From an optimization exercise on the open Yosys and OpenROAD flow, aimed at small area; shortcuts taken in it are not production practice.
In this exercise RTL edits were held to simulation tests only and were not proved equivalent to the original.
Power and IR drop assume default switching activity.

--- design.v ---
`timescale 1ns/10ps
module CannyEdge(dAddrRegRow, dAddrRegCol, bWE, bCE, InData, OutData,
	OPMode, bOPEnable, dReadReg, dWriteReg,	clk, rst_b);
input 	[2:0]			dAddrRegRow, dAddrRegCol;
input				bWE, bCE;
input 	[8-1:0] 	InData;
output 	[8-1:0] 	OutData;
reg     [8-1:0] 	OutData;
input 	[2:0]			OPMode;
input 				bOPEnable;
input 	[3:0]			dReadReg, dWriteReg;
input				clk, rst_b;
reg 	[8-1:0]	regX[0:24];	 
reg 	[8-1:0]	regY[0:24];	 
reg 	[8-1:0]	regZ[0:24];	 
reg 	[8-1:0]	Out_gf, Out_gradient, Out_direction, Out_bThres;
integer index;
parameter 			dThresHigh = 15;
parameter			dThresLow = 10;
reg 		[31:0]		tpSum;
reg		[1:0]		IntSignal, IntSignal_nxt;
reg signed 	[31:0] 		Gx, Gy, fGx, fGy;
reg signed	[1:0]		dx, dy;
always @(*)
begin
	IntSignal_nxt = IntSignal;
	if(bCE==1'b0)
		IntSignal_nxt = IntSignal;
	else if(bOPEnable==1'b0)
	begin
		if(OPMode == 0 || OPMode == 2 || OPMode == 3)
		begin
			if(IntSignal == 2'b00)
				IntSignal_nxt = 2'b01;
		end
		else if(OPMode == 1)
		begin
			if(IntSignal == 2'b00)
				IntSignal_nxt = 2'b01;
			else if(IntSignal == 2'b01)
				IntSignal_nxt = 2'b10;
			else if(IntSignal == 2'b10)
				IntSignal_nxt = 2'b11;
		end
	end
	else
		IntSignal_nxt = 2'b00;
end
always @(posedge clk or negedge rst_b)
begin
	if(!rst_b)
		IntSignal <= 2'b00;
	else
		IntSignal <= IntSignal_nxt;
end
always @(posedge clk)
begin
	if(!rst_b) begin
	end
	else if(bCE==1'b0 && bWE==1'b0) 
	begin
		if(dWriteReg == 0)
			regX[dAddrRegRow*5+dAddrRegCol] <= InData;
		else if(dWriteReg == 1)
			regY[dAddrRegRow*5+dAddrRegCol] <= InData;
		else if(dWriteReg == 2)
			regZ[dAddrRegRow*5+dAddrRegCol] <= InData;
		else
			regZ[dAddrRegRow*5+dAddrRegCol] <= 8'h00;
	end
	else if(bCE==1'b0 && bWE==1'b1)
	begin
		if(dReadReg == 0)
			OutData <= Out_gf;
		else if(dReadReg == 1)
			OutData <= Out_gradient;
		else if(dReadReg == 2)
			OutData <= Out_direction;
		else if(dReadReg == 3)
			OutData <= regX[dAddrRegRow*5+dAddrRegCol];
		else if(dReadReg == 4)
			OutData <= Out_bThres;
		else
			OutData <= 8'h00;
	end
	else
	begin
		if(bOPEnable==1'b0)
		begin
			if(OPMode == 0)
			begin
				if(IntSignal == 2'b00)	
				begin
					tpSum <= 8'd1*regX[0]+8'd3*regX[1]+8'd4*regX[2]+8'd3*regX[3]+
						 8'd1*regX[4]+8'd3*regX[5]+8'd7*regX[6]+8'd10*regX[7]+
						 8'd7*regX[8]+8'd3*regX[9]+8'd4*regX[10]+8'd10*regX[11]+
						 8'd16*regX[12]+8'd10*regX[13]+8'd4*regX[14]+8'd3*regX[15]+
						 8'd7*regX[16]+8'd10*regX[17]+8'd7*regX[18]+8'd3*regX[19]+
						 8'd1*regX[20]+8'd3*regX[21]+8'd4*regX[22]+8'd3*regX[23]+
						 8'd1*regX[24];
				 end
				 else if(IntSignal == 2'b01)
				 begin
		        		Out_gf <= (tpSum>>7);
		        		tpSum <= tpSum;
				 end
				 else 
				 begin
					Out_gf <= Out_gf;
					tpSum <= 0;
				 end
			end
		else if(OPMode == 1)
		begin
			if(IntSignal == 2'b00)	
			begin
				Gx <= regX[0]*-1 + regX[1]*0 + regX[2]*1 +
				      regX[5]*-2 + regX[6]*0 + regX[7]*2 +
				      regX[10]*-1 + regX[11]*0 + regX[12]*1;
				Gy <= regX[0]*1 + regX[1]*2 + regX[2]*1 +
				      regX[5]*0 + regX[6]*0 + regX[7]*0 +
				      regX[10]*-1 + regX[11]*-2 + regX[12]*-1;
				Out_gradient <= 8'h00; Out_direction <= 8'h00;
				fGx <= 8'h00; fGy <= 8'h00;
			end
			else if(IntSignal == 2'b01) 
			begin
				if(Gx < 0 & Gy < 0)
					Out_gradient <= (-Gx-Gy)>>3;
				else if(Gx >= 0 & Gy < 0)
					Out_gradient <= (Gx-Gy)>>3;
				else if(Gx >= 0 & Gy >= 0)
					Out_gradient <= (Gy+Gx)>>3;
				else if(Gx < 0 & Gy >= 0)
					Out_gradient <= (Gy-Gx)>>3;
				Gx <= Gx;
				Gy <= Gy;
				Out_direction <= 8'h00;
				fGx <= 8'h00; fGy <= 8'h00;
			end
			else if(IntSignal == 2'b10) 
			begin
					if(Gy < 0)
					begin
						fGx <= -1*Gx;
						fGy <= -1*Gy;
					end
					else
					begin
						fGx <= Gx;
						fGy <= Gy;
					end
			end
			else if(IntSignal == 2'b11) 
			begin
				if(fGx >= 0)
				begin
					if(fGy <= (fGx>>>1))
						Out_direction <= 8'd0;
					else if((fGy > (fGx>>>1))&&(fGy <= (5*fGx)>>>1))
						Out_direction <= 8'd45;
					else if(fGy > (5*fGx)>>>1)
						Out_direction <= 8'd90;
				end
				else 
				begin
					if((fGy) <= ((-fGx)>>>1))
						Out_direction <= 8'd0;
					else if(((fGy > (-fGx)>>>1))&&(fGy <= ((-5*fGx)>>>1)))
						Out_direction <= 8'd135;
					else if(fGy > ((-5*fGx)>>>1))
						Out_direction <= 8'd90;
				end
			end
			else
			begin
				Out_gradient <= 8'h00;
				Out_direction <= 8'h00;
				fGx <= 8'h00; fGy <= 8'h00;
				Gx <= 8'h00; Gy <= 8'h00;
			end
		end
		else if(OPMode == 2)
		begin
			if(IntSignal == 2'b00) 
			begin
				if(regY[6] == 8'd0) begin dx <= 1; dy <= 0; end
				else if(regY[6] == 8'd45) begin dx <= 1; dy <= -1; end
				else if(regY[6] == 8'd90) begin dx <= 0; dy <= 1;  end
				else if(regY[6] == 8'd135) begin dx <= -1; dy <= -1; end
				else begin dx <= 1'b0; dy <= 1'b0; end 
			end
			else if(IntSignal == 2'b01) 
			begin
				if((regX[6] >= regX[6+dx+(5*dy)])&&(regX[6] >= regX[6-dx-(5*dy)]))
				begin
					regX[6+dx+(5*dy)] <= 0;
					regX[6-dx-(5*dy)] <= 0;	 
				end
				else
				begin
					regX[6] <= 0;
				end
			end
		end
		else if(OPMode == 3)
		begin
			if(IntSignal == 2'b00) 
			begin
				if(regY[6] == 8'd0) begin dx <= 0; dy <= 1; end
				else if(regY[6] == 8'd45) begin dx <= -1; dy <= -1; end
				else if(regY[6] == 8'd90) begin dx <= 1; dy <= 0;  end
				else if(regY[6] == 8'd135) begin dx <= 1; dy <= -1; end
				else begin dx <= 1'b0; dy <= 1'b0; end
			end	
			else if(IntSignal == 2'b01) begin
				if(regX[6] >= dThresHigh)		 
					Out_bThres <= 1;
				else if(regX[6] <= dThresLow)		 
					Out_bThres <= 0;
				else					 
				begin
					if(regX[6-5*dy-dx] >= dThresHigh || regX[6+5*dy+dx] >= dThresHigh)
						Out_bThres <= 1;
					else if(regZ[6-5*dy-dx] == 1 || regZ[6+5*dy+dx] == 1)
						Out_bThres <= 1;
					else
						Out_bThres <= 0;
				end
			end
		end
	end	
	end  
end
endmodule
--- run.sh ---
#!/bin/bash
# synth_recipe.tcl (not shown) runs the flow's synth.tcl, then flattens the netlist and writes it again
# the make line also repeats each setting of config.mk as NAME=value (left out here)
make -C /OpenROAD-flow-scripts/flow DESIGN_CONFIG=/design/flow/config.mk WORK_HOME=/design/flow/orfs CLKGATE_MAP_FILE= SYNTH_SCRIPT=/design/flow/synth_recipe.tcl finish
--- config.mk ---
export PLATFORM = sky130hd
export DESIGN_NAME = CannyEdge
export DESIGN_NICKNAME = CannyEdge
export VERILOG_FILES = /design/flow/design.v
export SDC_FILE = /design/flow/constraint.sdc
export NUM_CORES = 4
export LEC_CHECK = 0
export CAP_MARGIN = 20
export CORE_MARGIN = 2
export CORE_UTILIZATION = 40
export SLEW_MARGIN = 20
--- constraint.sdc ---
create_clock -name core_clock -period 12.0 [get_ports {clk}]
set_input_delay 2.4000 -clock core_clock [delete_from_list [all_inputs] [get_ports {clk}]]
set_output_delay 2.4000 -clock core_clock [all_outputs]
set_load 0.01 [all_outputs]
==> flow_summary.json <==
{
  "synth-edff-count": 379,
  "fill_cell_instance_count_of_the_final_layout": 15627,
  "layout_commonest_cell": "sky130_fd_sc_hd__inv_1",
  "die_h_um": 411,
  "timing.hold.worst.class": "reg2reg",
  "final_antenna_net_count": 0,
  "placed_cells": 8422,
  "dp_hpwl_um": 164000,
  "ys_async_sr_fraction_pct": 0.314,
  "clock_path_buffers": 3,
  "finalCriticalPeriod_ns": 10.65,
  "final_layout_size_suffix_gt1_share_pct": 7.38,
  "synth_top_family_by_area": "adder cells",
  "grt_remaining_overflow": 0,
  "syn-cell-area_um2": 66300,
  "synth_simple_gate_area_share_pct": 9.16,
  "layout.cells.most_common_list": "sky130_fd_sc_hd__inv_1 (1217), sky130_fd_sc_hd__fa_1 (749), sky130_fd_sc_hd__ha_1 (656)",
  "number_of_hold_violations_in_the_final_report": 0,
  "wire_length_of_the_first_global_routing_pass_um": 308000,
  "cts_tree": "yes",
  "worstRegToRegCells": 39,
  "crit_type": "reg2reg",
  "design.final.nets": 7752,
  "detail_route.vias_per_cell": 5.51,
  "die_width_um": 411,
  "fmax_mhz": 93.9,
  "post_synthesis_compound_gate_area_fraction_pct": 7.40,
  "h-tree-depth": 3,
  "setup_viol": 0,
  "synth_fp_nets": 7736,
  "vias_in_the_first_global_route": 47773,
  "ys_seq_area_share_pct": 25.0,
  "final.setup_skew_ns": 0.0558,
  "synthXorXnorAreaFrac_pct": 3.83,
  "critical_path_peak_fanout": 6,
  "total_global_routing_track_utilization_pct": 24.4,
  "timing.critical_path.arrival_ns": 11.18,
  "post-cts-setup-buffers": 0,
  "critical_path.most_common_cell": "sky130_fd_sc_hd__inv_1",
  "synthAdderAreaFrac_pct": 35.2,
  "endpoint_kind": "flip-flop",
  "area_used_by_multi_input_combinational_logic_um2": 44800,
  "post_cts_resized": 0,
  "route.detailed.wl_per_inst_um": 23.9,
  "p_per_area_nw_per_um2": 108,
  "vias": 47182,
  "initial_core_util_pct": 40.2,
  "area_growth_syn_to_layout_pct": 8.68,
  "initial_drt_markers": 4440,
  "synth-main-ff-cell": "sky130_fd_sc_hd__edfxtp_1",
  "setup.worst_path.start_class": "flip-flop",
  "detailed_place.area_um2": 69600,
  "slew_viol_final": 0,
  "globalplace.congestion": 0.998,
  "cts_root_buffer": "sky130_fd_sc_hd__clkbuf_16",
  "yosysWarningCount": 1,
  "buffer_ports.inserted": 37,
  "syn_area_per_cell_um2": 10.5,
  "critical-path-slowest-cell": "sky130_fd_sc_hd__fa_1",
  "rsz0062_at_grt": "false",
  "postSynthRegisterBits": 637,
  "status": "no timing/DRC/antenna violations",
  "min_path_cells": 0,
  "die_area_um2": 169000,
  "worstPathRequired_ns": 12.53,
  "clkLatencyLatePin_ns": 0.72,
  "route.detailed.drc": 0,
  "finalCritPeriodShare_pct": 88.8,
  "total_power_w": 0.00782,
  "seqCellArea_um2": 16600,
  "cts_hold_repair.buffers": 0,
  "cts.reportedPaths.clkPinSlew_ns": 0.06,
  "drv_cap": 0,
  "routed_wirelength_um": 204000,
  "leakagePower_nw": 33.9,
  "grt_start_max_net_pins": 117,
  "non_filler_cells_in_the_finished_layout": 8557,
  "max_slew_margin_pct": 16.6,
  "share_of_cell_area_taken_by_muxes_after_synthesis_pct": 11.6,
  "design.core.area_um2": 165000,
  "ir_drop_uv": 97.2,
  "ioPinCount": 38,
  "synth_cell_types": 88,
  "detail_route.first_pass.iterations": 6,
  "antenna_found_initial": 6,
  "crit_path_max_incr_delay_ns": 0.66,
  "rows": 149,
  "final.setup.tns_ns": 0,
  "finish.instance_area_um2": 72100,
  "post_synth_inst_count": 6293,
  "cts_inserted_buffers": 72,
  "cts.sinks": 637,
  "tightestPinTransition_ns": 1.25
}
-- report_power, final --
group / internal, W / switching, W / leakage [nW]
clock: 0.00132 / 0.00104 / 1.21
combinational: 0.00113 / 0.00186 / 27.1
sequential: 0.00240 / 0.0000761 / 5.55
-- final cells by class --
cell class,instances,area share [%]
diodes,1,0.00347
clock buffers,86,2.64
clock inverters,46,0.833
inverters,1221,6.36
multi-input cells,4267,62.1
flip-flops and latches,637,23.0
well taps,2189,3.80
repair buffers,110,1.29
-- flip-flops by register name (all words and copies together) (netlist names), 6 cells and up --
name           flops
OutData            8
Gy                32
fGx               32
Out_direction      6
fGy               32
regX             256
regY               8
Out_gradient       8
regZ             200
Gx                32
tpSum              8
Out_gf             8
-- routing by layer --
| layer | vias to the layer above | GRT usage, % | wire length (um) |
|---|---|---|---|
| li1 | 21131 | - | - |
| met1 | 23861 | 35.3 | 91600 |
| met2 | 1865 | 36.2 | 87900 |
| met3 | 317 | 5.59 | 18700 |
| met4 | 8 | 7.24 | 6110 |
| met5 | - | 0 | 55 |
-- synthesized netlist by cell type (12+ instances only) --
cell / instances / area, um^2
sky130_fd_sc_hd__and2_1: 31 / 194
sky130_fd_sc_hd__o31ai_1: 21 / 158
sky130_fd_sc_hd__nand2_1: 174 / 653
sky130_fd_sc_hd__dfxtp_1: 256 / 5120
sky130_fd_sc_hd__or3_1: 27 / 169
sky130_fd_sc_hd__buf_2: 24 / 120
sky130_fd_sc_hd__o22ai_1: 17 / 106
sky130_fd_sc_hd__fa_1: 752 / 15100
sky130_fd_sc_hd__a21oi_1: 203 / 1020
sky130_fd_sc_hd__xor2_1: 117 / 1020
sky130_fd_sc_hd__mux2i_1: 309 / 3090
sky130_fd_sc_hd__inv_1: 1219 / 4580
sky130_fd_sc_hd__and3_1: 27 / 169
sky130_fd_sc_hd__a21o_1: 134 / 1010
sky130_fd_sc_hd__edfxtp_1: 379 / 11400
sky130_fd_sc_hd__nor2_1: 617 / 2320
sky130_fd_sc_hd__buf_1: 23 / 86.3
sky130_fd_sc_hd__o21a_1: 30 / 225
sky130_fd_sc_hd__xnor2_1: 173 / 1520
sky130_fd_sc_hd__nor4_1: 40 / 250
sky130_fd_sc_hd__nor3_1: 69 / 345
sky130_fd_sc_hd__nand4_1: 45 / 282
sky130_fd_sc_hd__nor4b_1: 23 / 201
sky130_fd_sc_hd__nand2b_1: 40 / 250
sky130_fd_sc_hd__a31oi_1: 19 / 119
sky130_fd_sc_hd__nand3_1: 85 / 425
sky130_fd_sc_hd__o21ai_0: 164 / 821
sky130_fd_sc_hd__clkbuf_1: 120 / 450
sky130_fd_sc_hd__o21bai_1: 34 / 255
sky130_fd_sc_hd__mux4_2: 199 / 4480
sky130_fd_sc_hd__nor2b_1: 53 / 332
sky130_fd_sc_hd__ha_1: 661 / 8270
sky130_fd_sc_hd__a211oi_1: 22 / 165
sky130_fd_sc_hd__or2_2: 12 / 75.1
-- cell families (layout without fill, tap and decap cells) --
logic type      after synthesis  in the layout
other cells                   0              1
flops                       637            637
compound gates              759            759
mux                         517            517
xor+xnor                    290            290
buf+inv                    1389           1463
simple gates               1288           1288
fa+ha+maj                  1413           1413
-- metrics by stage --
| stage | hold WS, ns | worst slack, ns | util, % |
|---|---|---|---|
| 3_5_place_dp | 0.406 | 1.44 | 42.2 |
| 4_1_cts | 0.416 | 1.41 | 43.7 |
| 6_report | 0.415 | 1.35 | 43.7 |
| 2_1_floorplan | 0.400 | 2.54 | - |
| 3_3_place_gp | 0.403 | 1.54 | 42.2 |
| 5_1_grt | 0.420 | 0.629 | 43.7 |
-- final timing paths --
check                                              start                  endpoint  slack [ns]
worst min register to register    tpSum[8]$_SDFFCE_PN0P_       Out_gf[1]$_DFFE_PP_        0.42
worst min-delay path              tpSum[8]$_SDFFCE_PN0P_       Out_gf[1]$_DFFE_PP_        0.42
max in group asynchronous                          rst_b  IntSignal[0]$_DFFE_PN0P_        9.96
worst max register to register  regX[10][3]$_SDFFE_PP0P_      Gy[31]$_SDFFCE_PN0P_        1.35
worst max-delay path            regX[10][3]$_SDFFE_PP0P_      Gy[31]$_SDFFCE_PN0P_        1.35
min in group asynchronous                          rst_b  IntSignal[1]$_DFFE_PN0P_        1.88
-- worst max-delay path: cells and delay by family, from the launching register on --
family          cells  cell delay [ns]
simple gates        5             0.71
buf+inv            10             0.79
mux                 1             0.22
compound gates     11             2.97
flops               1             0.49
fa+ha+maj          12             5.28

separate check: timing with driven ports:
In the flow no input, the clock included, has a driving cell. The finished layout below was timed again as built, in two steps. Step 1, drivers: a clkbuf_16 drives clk and a buf_2 each remaining input, both assumed. Step 2, shift: input delay + t, output delay - t, t = (earliest + latest rising clock arrival at the registers) / 2. This alone moves slack from input paths to output paths. a / b / c = ideal ports / drivers / drivers and shift; a / b = the first two.
t (ns): 0.768
setup WS [ns]: 1.349 / 1.349 / 1.349
clock arrival spread, ns: 0.056 / 0.056
slew at the worst register clock pin (ns): 0.08 / 0.08
cell pins on the clock port's net: 1
After both steps this run still meets setup and hold. For this run, drivers alone change the setup slack by 0.000 ns; drivers and shift together by 0.000 ns.
